This is an optimization exercise on Yosys and OpenROAD, whose aim is small area and a short achievable clock period, not a production implementation. Only simulation tests tie the RTL to the original design; equivalence was not proved.

== maple ==
// DF_Fir_Tree
module DF_Fir_Tree (clk, clk_enable, reset, filter_in, filter_out);
Settings: LEC_CHECK=0, CAP_MARGIN=20, CORE_MARGIN=2, CORE_UTILIZATION=40, CTS_CLUSTER_DIAMETER=100, CTS_CLUSTER_SIZE=20, PLACE_DENSITY=0.6, SLEW_MARGIN=20, SYNTH_HIERARCHICAL=1, SYNTH_MINIMUM_KEEP_SIZE=0; clock period 13.0 ns.
standard.sh (not shown) runs the stock make flow with config.mk's settings and CLKGATE_MAP_FILE= SYNTH_SCRIPT=/design/flow/synth_recipe.tcl, a recipe that flattens the netlist after the stock synthesis.
==> flow/flow/run.sh <==
#!/bin/bash
# Standard ORFS layout with two changes to how it is optimised:
#  - port buffers use buf_2 instead of the resizer's default pick;
#  - repair_timing aims for extra setup slack on the worst endpoints.
# Everything else (synthesis, floorplan, CTS, routing) is the standard.sh.
set -euo pipefail
bash standard.sh \
  "BUFFER_PORTS_ARGS=-buffer_cell sky130_fd_sc_hd__buf_2" \
  SETUP_SLACK_MARGIN=8.9 \
  TNS_END_PERCENT=100 \
  finish > standard_make.log 2>&1
maple | status: complete | timing, DRC, antenna: pass
What onyx does differently from maple at the input level:
-- flow/flow/run.sh --
<<< maple, line 8
  "BUFFER_PORTS_ARGS=-buffer_cell sky130_fd_sc_hd__buf_2" \
  SETUP_SLACK_MARGIN=8.9 \
  TNS_END_PERCENT=100 \
  finish > standard_make.log 2>&1
>>> onyx, line 8
  "BUFFER_PORTS_ARGS=-buffer_cell sky130_fd_sc_hd__buf_2" \
  SETUP_SLACK_MARGIN=8.9 \
  TNS_END_PERCENT=10 \
  finish > standard_make.log 2>&1
[summary]
- Higher final cell count without fillers among onyx and maple: maple
- Arrival time at the worst endpoint: onyx vs maple up 0.03 ns
- Post-layout instance area, onyx vs maple: down slightly
- Of the two values seen for critical path startpoint, pb[14] was produced by maple and d0[6] by onyx.
Input-level comparison between cedar and onyx:
- a change of CTS_CLUSTER_SIZE from 20 to 26
- a change of CTS_CLUSTER_DIAMETER from 100 to 70
- a change of SLEW_MARGIN from 20 to 60
==> flow/run.sh (new file) <==
#!/bin/bash
# synth_recipe.tcl (not shown) runs the flow's synth.tcl, then flattens the netlist and writes it again
# the make line also repeats each setting of config.mk as NAME=value (left out here)
make -C /OpenROAD-flow-scripts/flow DESIGN_CONFIG=/design/flow/config.mk WORK_HOME=/design/flow/orfs CLKGATE_MAP_FILE= SYNTH_SCRIPT=/design/flow/synth_recipe.tcl finish
removed: flow/flow/run.sh
removed: flow/standard.sh
### Flow results
cedar: flow completed, timing, DRC and antenna clean
onyx: all stages complete, timing, DRC and antenna checks passed
Cmp cedar and onyx / cell area after placement / higher: cedar
Compared with onyx, in cedar worst slack after detailed placement went down 0.13 ns, total area of sequential cells went down about 1.2%, normalized max-slew margin went up 37 points, buffer count excluding the clock tree in the final layout went down 57%.
The cell with the largest stage delay on the worst path comes out sky130_fd_sc_hd__fa_2 in one run and sky130_fd_sc_hd__dfrtp_1 in the other, namely in onyx and cedar respectively.
Modified inputs, xenon compared to cedar
- CTS_CLUSTER_SIZE: 26 -> 20
- SLEW_MARGIN: 60 -> 20
- CTS_CLUSTER_DIAMETER: 70 -> 100
==> flow/flow/run.sh (new file) <==
#!/bin/bash
# Standard ORFS layout with two changes to how it is optimised:
#  - port buffers use buf_2 instead of the resizer's default pick;
#  - repair_timing aims for extra setup slack on the worst endpoints.
# Everything else (synthesis, floorplan, CTS, routing) is the standard.sh.
set -euo pipefail
bash standard.sh \
  "BUFFER_PORTS_ARGS=-buffer_cell sky130_fd_sc_hd__buf_2" \
  SETUP_SLACK_MARGIN=9.0 \
  TNS_END_PERCENT=25 \
  finish > standard_make.log 2>&1
==> flow/standard.sh (new file) <==
#!/bin/bash
# synth_recipe.tcl (not shown) runs the flow's synth.tcl, then flattens the netlist and writes it again
# the make line also repeats each setting of config.mk as NAME=value (left out here)
make -C /OpenROAD-flow-scripts/flow DESIGN_CONFIG=/design/flow/config.mk WORK_HOME=/design/flow/orfs CLKGATE_MAP_FILE= SYNTH_SCRIPT=/design/flow/synth_recipe.tcl "${@:-finish}"
removed: flow/run.sh
Findings:
Measured against each other, cedar and xenon differ in fraction of standard cell area that is sequential, the lower figure coming from xenon. xenon vs. cedar: portion of the layout cell area used by clock cells shrank by 1.3 points; design area grew by 2.8%. A endpoint of the most critical setup path of Rc[14] is what xenon shows, while output_register[27] belongs to cedar.
Here is what was changed in the inputs of tundra compared with xenon.
- an added CTS_BUF_LIST of sky130_fd_sc_hd__clkbuf_8
- a change of CTS_CLUSTER_DIAMETER from 100 to 80
- a change of CTS_CLUSTER_SIZE from 20 to 15
-- flow/flow/run.sh --
<<< xenon, line 6
set -euo pipefail
bash standard.sh \
  "BUFFER_PORTS_ARGS=-buffer_cell sky130_fd_sc_hd__buf_2" \
  SETUP_SLACK_MARGIN=9.0 \
  TNS_END_PERCENT=25 \
  finish > standard_make.log 2>&1
>>> tundra, line 6
set -euo pipefail
bash standard.sh \
  "BUFFER_PORTS_ARGS=-buffer_cell sky130_fd_sc_hd__buf_1" \
  SETUP_SLACK_MARGIN=8.9 \
  TNS_END_PERCENT=10 \
  finish > standard_make.log 2>&1
==> run notes <==
- Across tundra and xenon, none had a timing, DRC or antenna violation.
- tundra against xenon: die footprint flat; via count of the first global-routing pass saw a decrease.
Edits applied to the flow inputs when going from tundra to zinc:
- a change of CTS_CLUSTER_DIAMETER from 80 to 100
- a deleted CTS_BUF_LIST that had been sky130_fd_sc_hd__clkbuf_8
- a change of SLEW_MARGIN from 20 to 40
- a change of CTS_CLUSTER_SIZE from 15 to 20
-- flow/flow/run.sh --
<<< tundra, line 6
set -euo pipefail
bash standard.sh \
  "BUFFER_PORTS_ARGS=-buffer_cell sky130_fd_sc_hd__buf_1" \
  SETUP_SLACK_MARGIN=8.9 \
  TNS_END_PERCENT=10 \
>>> zinc, line 6
set -euo pipefail
bash standard.sh \
  "BUFFER_PORTS_ARGS=-buffer_cell sky130_fd_sc_hd__buf_2" \
  SETUP_SLACK_MARGIN=8.9 \
  TNS_END_PERCENT=10 \
--- outcome ---
- Number of remaining DRC errors came out exactly the same in tundra and zinc.
- On area after synthesis, tundra and zinc are basically level.
- zinc against tundra: cell depth of the worst setup path shrank by 2, endpoint required time on the critical path has decreased, pin slew with the least headroom to its limit shows a reduction of 0.30 ns.
- The run showing the greater minimum setup slack in the final design is zinc.

[what the ideal ports hide]
How much do the figures lean on ideal ports? The routed layouts below were timed once more, with nothing changed but the port constraints.
Step 1 (the two cells are an assumption about what drives the block):
set clk [get_ports {clk}]
set_driving_cell -lib_cell sky130_fd_sc_hd__clkbuf_16 $clk
set_driving_cell -lib_cell sky130_fd_sc_hd__buf_2 [delete_from_list [all_inputs] $clk]
Step 2, shift: input delay + t, output delay - t, t = (earliest + latest rising clock arrival at the registers) / 2. This alone moves slack from input paths to output paths.
Three values: ideal ports, drivers, drivers and shift; two values: the first two.
run | shift t [ns] | slack for setup (ns) | latest minus earliest clock arrival (ns)
maple | 0.594 | 8.837 / 8.837 / 8.528 | 0.030 / 0.030
onyx | 0.595 | 8.808 / 8.808 / 8.500 | 0.033 / 0.033
cedar | 0.625 | 8.377 / 8.377 / 8.377 | 0.022 / 0.023
xenon | 0.593 | 8.810 / 8.810 / 8.513 | 0.029 / 0.029
tundra | 0.657 | 8.771 / 8.771 / 8.518 | 0.043 / 0.044
zinc | 0.581 | 8.821 / 8.821 / 8.390 | 0.036 / 0.036
After both steps setup and hold are still met in every run listed. For zinc, which loses most, drivers alone change the setup slack by 0.000 ns; drivers and shift together by -0.431 ns.
